This design comes from an exercise in tuning for small area on the open sky130 flow, not from production work.
Only simulation tests tie the RTL to the original design; equivalence was not proved.
The flow treats the clock pin as an ideal source, which a real chip does not have.
Power and IR drop assume default switching activity.

Setup of JK:
==> flow/design.v <==
`timescale 1ns/1ps
module top(
    input ck, reset,
    input start_button, reflex_button,
    output CA, CB, CC, CD, CE, CF, CG, DP,
    output led, block,
    output [7:0] AN
);
    localparam [3:0] S_IDLE = 4'd0, S_WR = 4'd1, S_T = 4'd2, S_CMP = 4'd3, S_LM = 4'd4;
    reg [3:0] st;
    reg [5:0] r6;        
    reg [9:0] ds;        
    reg [5:0] val;       
    reg [9:0] kl;        
    reg [1:0] err;       
    reg [3:0] ncnt0, ncnt1, ncnt2, ncnt3;
    reg [3:0] nrec0, nrec1, nrec2, nrec3;
    wire [3:0] cnt0 = ~ncnt0, cnt1 = ~ncnt1, cnt2 = ~ncnt2, cnt3 = ~ncnt3;
    wire [3:0] rec0 = ~nrec0, rec1 = ~nrec1, rec2 = ~nrec2, rec3 = ~nrec3;
    reg [3:0] rf;        
    reg [2:0] sel;
    reg ge;              
    wire in_idle = (st == S_IDLE);
    wire in_wr = (st == S_WR);
    wire in_t = (st == S_T);
    wire in_cmp = (st == S_CMP);
    wire in_lm = (st == S_LM);
    wire in_lock = st[3];
    wire [1:0] w = st[1:0];
    wire [15:0] k = {val, kl};
    wire k_fb = ~(k[15] ^ k[9] ^ k[3] ^ k[0]);
    wire lock_hit = (k[15:2] == 14'b11010011000000);
    wire ms_tick = in_t & k[10];
    wire wrap = ms_tick | lock_hit;
    wire lock_end = k[2];
    wire en_ds = (ds[8:0] == 9'd278);
    wire zero = ~|val;
    wire r6_top = r6[0] ^ (r6[5] | ~|r6[4:1]);
    wire val_fb = val[5] ^ (val[4] | ~|val[3:0]);
    wire [1:0] err_inc = {err[1] | err[0], err[1] | ~err[0]};
    wire eq = ({cnt3, cnt2, cnt1, cnt0} == {rec3, rec2, rec1, rec0});
    wire is_new = ~(ge | eq);
    wire clr_cnt = ~(in_t | in_cmp);
    reg [3:0] st_n;
    always @(*) begin
        if (in_lock) begin
            if (w == 2'd0) st_n = lock_end ? S_IDLE : st;
            else st_n = lock_hit ? {2'b10, w[1] & w[0], ~w[0]} : st;
        end else begin
            case (st)
                S_IDLE: st_n = start_button ? S_WR : S_IDLE;
                S_WR:   st_n = zero ? S_T : (reflex_button ? {2'b10, err_inc} : S_WR);
                S_T:    st_n = reflex_button ? S_CMP : S_T;
                S_CMP:  st_n = start_button ? (is_new ? S_LM : S_WR) : S_CMP;
                default: st_n = S_WR;
            endcase
        end
    end
    always @(posedge ck or posedge reset)
        if (reset) st <= S_IDLE;
        else st <= st_n;
    reg rf_fb;
    always @(*) begin
        case (rf)
            4'd0, 4'd2, 4'd5, 4'd11, 4'd7: rf_fb = 1'b1;
            4'd1, 4'd15, 4'd14, 4'd12, 4'd8: rf_fb = 1'b0;
            default: rf_fb = 1'bx;
        endcase
    end
    wire rf9 = rf[3] & ~rf[2] & ~rf[1];
    always @(posedge ck or posedge reset)
        if (reset) begin
            r6 <= 6'd0;
            ds <= 10'd556;
            err <= 2'd0;
            rf <= 4'd0;
            sel <= 3'd0;
        end else begin
            r6 <= {r6_top, r6[5:1]};
            ds <= {ds[8:0], ds[9] ^ ds[2] ^ en_ds};
            if (in_wr & ~zero & reflex_button) err <= err_inc;
            rf <= {rf[2:0], rf_fb};
            if (rf9) sel <= {sel[2] ^ (sel[1] & sel[0]), sel[1] ^ sel[0], ~sel[0]};
        end
    always @(posedge ck) begin
        if (in_wr) begin
            kl <= 10'd0;
            if (reflex_button) val <= 6'd0;
            else if (en_ds & ~zero) val <= {val[4:0], val_fb};
        end else if (in_t | in_lock) begin
            if (wrap) {val, kl} <= 16'd1;
            else {val, kl} <= {k[14:0], k_fb};
        end else begin
            val <= r6;
            kl <= 10'd0;
        end
    end
    function [3:0] inc10(input [3:0] d);
        inc10 = {(d[3] & ~d[0]) | (d[2] & d[1] & d[0]), d[2] ^ (d[1] & d[0]), (d[1] ^ d[0]) & ~d[3], ~d[0]};
    endfunction
    wire c0 = ms_tick & cnt0[3] & cnt0[0];
    wire c1 = c0 & cnt1[3] & cnt1[0];
    wire c2 = c1 & cnt2[3] & cnt2[0];
    wire c3 = c2 & cnt3[3] & cnt3[0];
    always @(posedge ck or posedge reset)
        if (reset) begin
            ncnt0 <= ~4'd9; ncnt1 <= ~4'd9; ncnt2 <= ~4'd9; ncnt3 <= ~4'd9;
        end else if (clr_cnt) begin
            ncnt0 <= ~4'd0; ncnt1 <= ~4'd0; ncnt2 <= ~4'd0; ncnt3 <= ~4'd0;
        end else begin
            if (ms_tick) ncnt0 <= ~inc10(cnt0);
            if (c0) ncnt1 <= ~inc10(cnt1);
            if (c1) ncnt2 <= ~inc10(cnt2);
            if (c2) ncnt3 <= ~inc10(cnt3);
        end
    always @(posedge ck)
        ge <= ~clr_cnt & ~c3 & (ge | eq);
    always @(posedge ck)
        if (in_lm | reset) begin
            nrec0 <= ncnt0; nrec1 <= ncnt1; nrec2 <= ncnt2; nrec3 <= ncnt3;
        end
    reg [3:0] dig;
    always @(*) begin
        case (sel)
            3'd0: dig = cnt0;
            3'd1: dig = cnt1;
            3'd2: dig = cnt2;
            3'd3: dig = cnt3;
            3'd4: dig = rec0;
            3'd5: dig = rec1;
            3'd6: dig = rec2;
            default: dig = rec3;
        endcase
    end
    reg [6:0] seg;
    always @(*) begin
        case (dig)
            4'd0: seg = 7'b0000001;
            4'd1: seg = 7'b1001111;
            4'd2: seg = 7'b0010010;
            4'd3: seg = 7'b0000110;
            4'd4: seg = 7'b1001100;
            4'd5: seg = 7'b0100100;
            4'd6: seg = 7'b0100000;
            4'd7: seg = 7'b0001111;
            4'd8: seg = 7'b0000000;
            4'd9: seg = 7'b0000100;
            default: seg = 7'bxxxxxxx;
        endcase
    end
    assign {CA, CB, CC, CD, CE, CF, CG} = seg;
    assign AN = ~(8'd1 << sel);
    assign DP = ~(sel[1] & sel[0]);
    assign led = in_t;
    assign block = in_lock;
endmodule
export LEC_CHECK = 0
export ABC_AREA = 1
export CAP_MARGIN = 20
export CORE_MARGIN = 2
export CORE_UTILIZATION = 40
export SLEW_MARGIN = 20
create_clock -name core_clock -period 10.0 [get_ports {ck}]
standard.sh (not shown) runs the stock make flow with config.mk's settings and CLKGATE_MAP_FILE= SYNTH_SCRIPT=/design/flow/synth_recipe.tcl, a recipe that flattens the netlist after the stock synthesis.
==> flow/flow/run.sh <==
#!/bin/bash
# Standard ORFS layout (the standard.sh), with these changes:
#  - synthesis maps logic with an area-oriented ABC script (flow/abc_area.script) and
#    without the adder-cell extraction step (ADDER_MAP_FILE empty); register mapping and
#    everything else in synthesis is the standard one
#  - port buffers use the smallest buffer cell
#  - clock tree synthesis arguments from flow/cts_args.txt (no dummy loads)
# Each step's full output goes to a log file in the work folder.
set -euo pipefail
W=$PWD
rm -rf "$W/myscripts"
cp -r "$FLOW_HOME/scripts" "$W/myscripts"
cp "$W/flow/abc_area.script" "$W/myscripts/abc_area.script"
SCRIPTS_DIR="$W/myscripts" ADDER_MAP_FILE= bash "$W/standard.sh" synth > "$W/synth.log" 2>&1
export BUFFER_PORTS_ARGS="-buffer_cell sky130_fd_sc_hd__buf_1"
export CTS_ARGS="$(cat "$W/flow/cts_args.txt")"
bash "$W/standard.sh" > "$W/layout.log" 2>&1
==> flow/flow/abc_area.script <==
strash
dc2
balance -l
resub -K 6 -l
rewrite -l
resub -K 6 -N 2 -l
refactor -l
resub -K 8 -l
balance -l
resub -K 8 -N 2 -l
rewrite -l
resub -K 10 -l
rewrite -z -l
resub -K 10 -N 2 -l
balance -l
resub -K 12 -l
refactor -z -l
resub -K 12 -N 2 -l
rewrite -z -l
balance -l
&get -n
&dch -f
&nf -p -R 1000
&put
topo
==> flow/flow/cts_args.txt <==
-sink_clustering_enable -repair_clock_nets -buf_list sky130_fd_sc_hd__clkbuf_8 -sink_clustering_size 20 -dont_use_dummy_load
JK went all the way through the flow, and no timing, DRC or antenna check failed.
--- input diff JK..MS ---
==> flow/flow/run.sh <==
#!/bin/bash
# Standard ORFS layout (the standard.sh), with these changes:
#  - synthesis maps logic with an area-oriented ABC script (flow/abc_area.script);
#    everything else in synthesis, including register mapping, is the standard one
#  - port buffers use the smallest buffer cell
#  - clock tree synthesis arguments from flow/cts_args.txt (no dummy loads)
# Each step's full output goes to a log file in the work folder.
set -euo pipefail
W=$PWD
rm -rf "$W/myscripts"
cp -r "$FLOW_HOME/scripts" "$W/myscripts"
cp "$W/flow/abc_area.script" "$W/myscripts/abc_area.script"
SCRIPTS_DIR="$W/myscripts" bash "$W/standard.sh" synth > "$W/synth.log" 2>&1
export BUFFER_PORTS_ARGS="-buffer_cell sky130_fd_sc_hd__buf_1"
export CTS_ARGS="$(cat "$W/flow/cts_args.txt")"
bash "$W/standard.sh" > "$W/layout.log" 2>&1
Results
MS against JK: final wirelength rose about 5%, sequential share of layout area fell 2.7 points, inverter count rose 12.
### MS -> AL
==> flow/flow/cts_args.txt <==
-sink_clustering_enable -repair_clock_nets -buf_list sky130_fd_sc_hd__clkbuf_4 -sink_clustering_size 6 -dont_use_dummy_load
--- outcome ---
- The flow did not stop early for AL: all stages ran, and the layout cleared the timing, DRC and antenna checks.
- Number of global-route vias before repair ends up lower on AL.
- | fraction of power spent switching nets | AL vs MS | 0.89 points higher |
- Re final area: MS and AL aren't equal, and the higher value belongs to MS.

* * *

top, a different RTL version from the one above (not shown whole).
For scale: about 300 cells after synthesis, roughly 22 I/O pins, roughly 0.0033 mm2 of cells after synthesis.
// top
module top(
    input ck, reset,
    input start_button, reflex_button,
    output CA, CB, CC, CD, CE, CF, CG, DP,
    output led, block,
    output [7:0] AN
);
Settings: LEC_CHECK=0, ABC_AREA=1, CAP_MARGIN=20, CORE_MARGIN=2, CORE_UTILIZATION=40, SLEW_MARGIN=20; clock period 10.0 ns.
==> flow/flow/run.sh <==
#!/bin/bash
# Standard ORFS layout (the standard.sh), with these changes:
#  - synthesis maps logic with an area-oriented ABC script (flow/abc_area.script) and
#    without the adder-cell extraction step (ADDER_MAP_FILE empty); register mapping and
#    everything else in synthesis is the standard one
#  - port buffers use the smallest buffer cell
#  - clock tree synthesis arguments from flow/cts_args.txt (no dummy loads)
# Each step's full output goes to a log file in the work folder.
set -euo pipefail
W=$PWD
rm -rf "$W/myscripts"
cp -r "$FLOW_HOME/scripts" "$W/myscripts"
cp "$W/flow/abc_area.script" "$W/myscripts/abc_area.script"
SCRIPTS_DIR="$W/myscripts" ADDER_MAP_FILE= bash "$W/standard.sh" synth > "$W/synth.log" 2>&1
export BUFFER_PORTS_ARGS="-buffer_cell sky130_fd_sc_hd__buf_1"
export CTS_ARGS="$(cat "$W/flow/cts_args.txt")"
bash "$W/standard.sh" > "$W/layout.log" 2>&1
==> flow/flow/abc_area.script <==
strash
dc2
balance -l
resub -K 6 -l
rewrite -l
resub -K 6 -N 2 -l
refactor -l
resub -K 8 -l
balance -l
resub -K 8 -N 2 -l
rewrite -l
resub -K 10 -l
rewrite -z -l
resub -K 10 -N 2 -l
balance -l
resub -K 12 -l
refactor -z -l
resub -K 12 -N 2 -l
rewrite -z -l
balance -l
&get -n
&deepsyn -T 30
&dch -f
&nf -p -R 1000
&put
topo
==> flow/flow/cts_args.txt <==
-sink_clustering_enable -repair_clock_nets -buf_list sky130_fd_sc_hd__clkbuf_4 -dont_use_dummy_load
The baseline completed without violations.
Next try:
--- a/flow/flow/run.sh
+++ b/flow/flow/run.sh
@@ -6,3 +6,4 @@
 #  - port buffers use the smallest buffer cell
-#  - clock tree synthesis arguments from flow/cts_args.txt (no dummy loads)
+#  - clock tree synthesis arguments from flow/cts_args.txt (no dummy loads), then
+#    flow/post_cts.tcl upsizes the clock buffers whose clock pins see the most slew
 # Each step's full output goes to a log file in the work folder.
@@ -16,2 +17,3 @@
 export CTS_ARGS="$(cat "$W/flow/cts_args.txt")"
+export POST_CTS_TCL="$W/flow/post_cts.tcl"
 bash "$W/standard.sh" > "$W/layout.log" 2>&1
==> flow/flow/post_cts.tcl (new file) <==
set_propagated_clock [all_clocks]
estimate_parasitics -placement
foreach inst [get_cells clkbuf_*] {
  if { [get_property $inst ref_name] ne "sky130_fd_sc_hd__clkbuf_4" } { continue }
  set out [get_pins -of_objects $inst -filter "direction == output"]
  set worst 0
  foreach p [get_pins -of_objects [get_nets -of_objects $out] -filter "direction == input"] {
    if { [get_property $p lib_pin_name] ne "CLK" } { continue }
    set s [get_property $p slew_max]
    if { $s > $worst } { set worst $s }
  }
  if { $worst > 0.105 } {
    puts "post_cts: upsizing [get_full_name $inst] (clock pin slew [format %.1f [expr {$worst * 1000}]] ps)"
    replace_cell $inst sky130_fd_sc_hd__clkbuf_8
  }
}
detailed_placement
estimate_parasitics -placement
Sequential power hardly moves.
Worst setup slack is worse by 0.028 ns.
Synthesized cell count is unchanged.
Global-route usage is unchanged.
Cell count is unchanged.
Final area came out higher by about 0.5%.
Next try:
--- a/flow/flow/post_cts.tcl
+++ b/flow/flow/post_cts.tcl
@@ -7,3 +7,2 @@
   foreach p [get_pins -of_objects [get_nets -of_objects $out] -filter "direction == input"] {
-    if { [get_property $p lib_pin_name] ne "CLK" } { continue }
     set s [get_property $p slew_max]
The new run finished clean.
Setup slack improves by 0.078 ns.
Routed wire length is about the same.
Fmax went up by 1.5%.
Die area stays the same.

* * *

run 1:
top, a different RTL version from the one above (not shown whole).
Size: ~76 flip-flops, roughly 22 I/O pins, roughly 3200 sq um of cells after synthesis.
Settings: LEC_CHECK=0, ABC_AREA=1, CAP_MARGIN=20, CORE_MARGIN=2, CORE_UTILIZATION=85, SLEW_MARGIN=20; clock period 10.0 ns.
==> flow/flow/run.sh <==
#!/bin/bash
# Standard ORFS layout (the standard.sh), with these changes:
#  - synthesis maps logic with an area-oriented ABC script (flow/abc_area.script) and
#    without the adder-cell extraction step (ADDER_MAP_FILE empty); register mapping and
#    everything else in synthesis is the standard one
#  - port buffers use the smallest buffer cell
#  - clock tree synthesis arguments from flow/cts_args.txt (no dummy loads), then
#    flow/post_cts.tcl upsizes the clock buffers whose clock pins see the most slew
# Each step's full output goes to a log file in the work folder.
set -euo pipefail
W=$PWD
rm -rf "$W/myscripts"
cp -r "$FLOW_HOME/scripts" "$W/myscripts"
cp "$W/flow/abc_area.script" "$W/myscripts/abc_area.script"
SCRIPTS_DIR="$W/myscripts" ADDER_MAP_FILE= bash "$W/standard.sh" synth > "$W/synth.log" 2>&1
export BUFFER_PORTS_ARGS="-buffer_cell sky130_fd_sc_hd__buf_1"
export CTS_ARGS="$(cat "$W/flow/cts_args.txt")"
export POST_CTS_TCL="$W/flow/post_cts.tcl"
bash "$W/standard.sh" > "$W/layout.log" 2>&1
==> flow/flow/post_cts.tcl <==
set_propagated_clock [all_clocks]
estimate_parasitics -placement
foreach inst [get_cells clkbuf_*] {
  if { [get_property $inst ref_name] ne "sky130_fd_sc_hd__clkbuf_4" } { continue }
  set out [get_pins -of_objects $inst -filter "direction == output"]
  set worst 0
  foreach p [get_pins -of_objects [get_nets -of_objects $out] -filter "direction == input"] {
    if { [get_property $p lib_pin_name] ne "CLK" } { continue }
    set s [get_property $p slew_max]
    if { $s > $worst } { set worst $s }
  }
  if { $worst > 0.105 } {
    puts "post_cts: upsizing [get_full_name $inst] (clock pin slew [format %.1f [expr {$worst * 1000}]] ps)"
    replace_cell $inst sky130_fd_sc_hd__clkbuf_8
  }
}
detailed_placement
estimate_parasitics -placement
Scripts as last shown in full above: flow/flow/abc_area.script, flow/flow/cts_args.txt
Changes in run 2 relative to run 1:
# run 1
export LEC_CHECK = 0
export ABC_AREA = 1
export CAP_MARGIN = 20
export CORE_MARGIN = 2
export CORE_UTILIZATION = 85
export SLEW_MARGIN = 20
create_clock -name core_clock -period 10.0 [get_ports {ck}]
# run 2
export LEC_CHECK = 0
export ABC_AREA = 1
export CAP_MARGIN = 20
export CORE_MARGIN = 2
export CORE_UTILIZATION = 75
export SLEW_MARGIN = 20
create_clock -name core_clock -period 10.0 [get_ports {ck}]
--- outcome ---
Lower switching portion of total power was reported by run 2, not run 1. Going from run 1 to run 2, share of the synthesized area in compound gates (AO/OA/AOI/OAI) shows no meaningful change; area growth from synthesis to final layout shows no meaningful change; floorplan die area shows an increase of 540 sq um; global-route wire length before repair shows a reduction of 26%. Run 2 falls short of run 1 in hold slack.
### run 2 -> run 3
# run 2
export LEC_CHECK = 0
export ABC_AREA = 1
export CAP_MARGIN = 20
export CORE_MARGIN = 2
export CORE_UTILIZATION = 75
export SLEW_MARGIN = 20
create_clock -name core_clock -period 10.0 [get_ports {ck}]
# run 3
export LEC_CHECK = 0
export ABC_AREA = 1
export CAP_MARGIN = 20
export CORE_MARGIN = 2
export CORE_UTILIZATION = 60
export SLEW_MARGIN = 20
create_clock -name core_clock -period 10.0 [get_ports {ck}]
[summary]
Run 3 vs. run 2: number of nets with antenna violations after routing saw little to no change; post-route cell area saw an increase; setup slack saw a decrease.
Vias: run 3 below run 2
Run 3 ends up with higher die area than run 2 does.
The inputs of run 4 differ from those of run 3 as listed below.
# run 3
export LEC_CHECK = 0
export ABC_AREA = 1
export CAP_MARGIN = 20
export CORE_MARGIN = 2
export CORE_UTILIZATION = 60
export SLEW_MARGIN = 20
create_clock -name core_clock -period 10.0 [get_ports {ck}]
# run 4
export LEC_CHECK = 0
export ABC_AREA = 1
export CAP_MARGIN = 20
export CORE_MARGIN = 2
export CORE_UTILIZATION = 40
export SLEW_MARGIN = 20
create_clock -name core_clock -period 10.0 [get_ports {ck}]
Run 4 against run 3: share of the clock period used by the worst path lower, power lost about 1.6%, global-route wire length before repair fell 0.61%.

[port drivers added, routing unchanged]
Ports are ideal in the flow. The routed layouts listed here were re-timed in OpenROAD.
Step 1 (the two cells are an assumption about what drives the block):
set clk [get_ports {ck}]
set_driving_cell -lib_cell sky130_fd_sc_hd__clkbuf_16 $clk
set_driving_cell -lib_cell sky130_fd_sc_hd__buf_2 [delete_from_list [all_inputs] $clk]
Step 2 also shifts input and output timing later by t, the mid clock arrival at the registers, as if the neighbouring blocks saw the same clock.
Slacks: ideal ports / drivers / drivers and shift; pairs: ideal ports / drivers.
| run | t (ns) | setup WS [ns] | worst setup path at the end | worst data-port slew with drivers (ns) |
|---|---|---|---|---|
| JK | 0.356 | 5.161 / 5.135 / 5.491 | register to output | 0.03 |
| MS | 0.355 | 4.638 / 4.608 / 4.963 | register to output | 0.03 |
| AL | 0.415 | 4.564 / 4.537 / 4.952 | register to output | 0.03 |
| the first run of note 2 | 0.428 | 4.832 / 4.803 / 5.232 | register to output | 0.03 |
| the second run of note 2 | 0.430 | 4.804 / 4.775 / 5.206 | register to output | 0.03 |
| the third run of note 2 | 0.356 | 4.882 / 4.851 / 5.207 | register to output | 0.03 |
| run 1 | 0.429 | 4.741 / 4.713 / 5.142 | register to output | 0.07 |
| run 2 | 0.427 | 4.886 / 4.860 / 5.287 | register to output | 0.03 |
| run 3 | 0.451 | 4.765 / 4.736 / 5.186 | register to output | 0.03 |
| run 4 | 0.428 | 4.937 / 4.908 / 5.336 | register to output | 0.04 |
After both steps setup and hold are still met in every run listed.
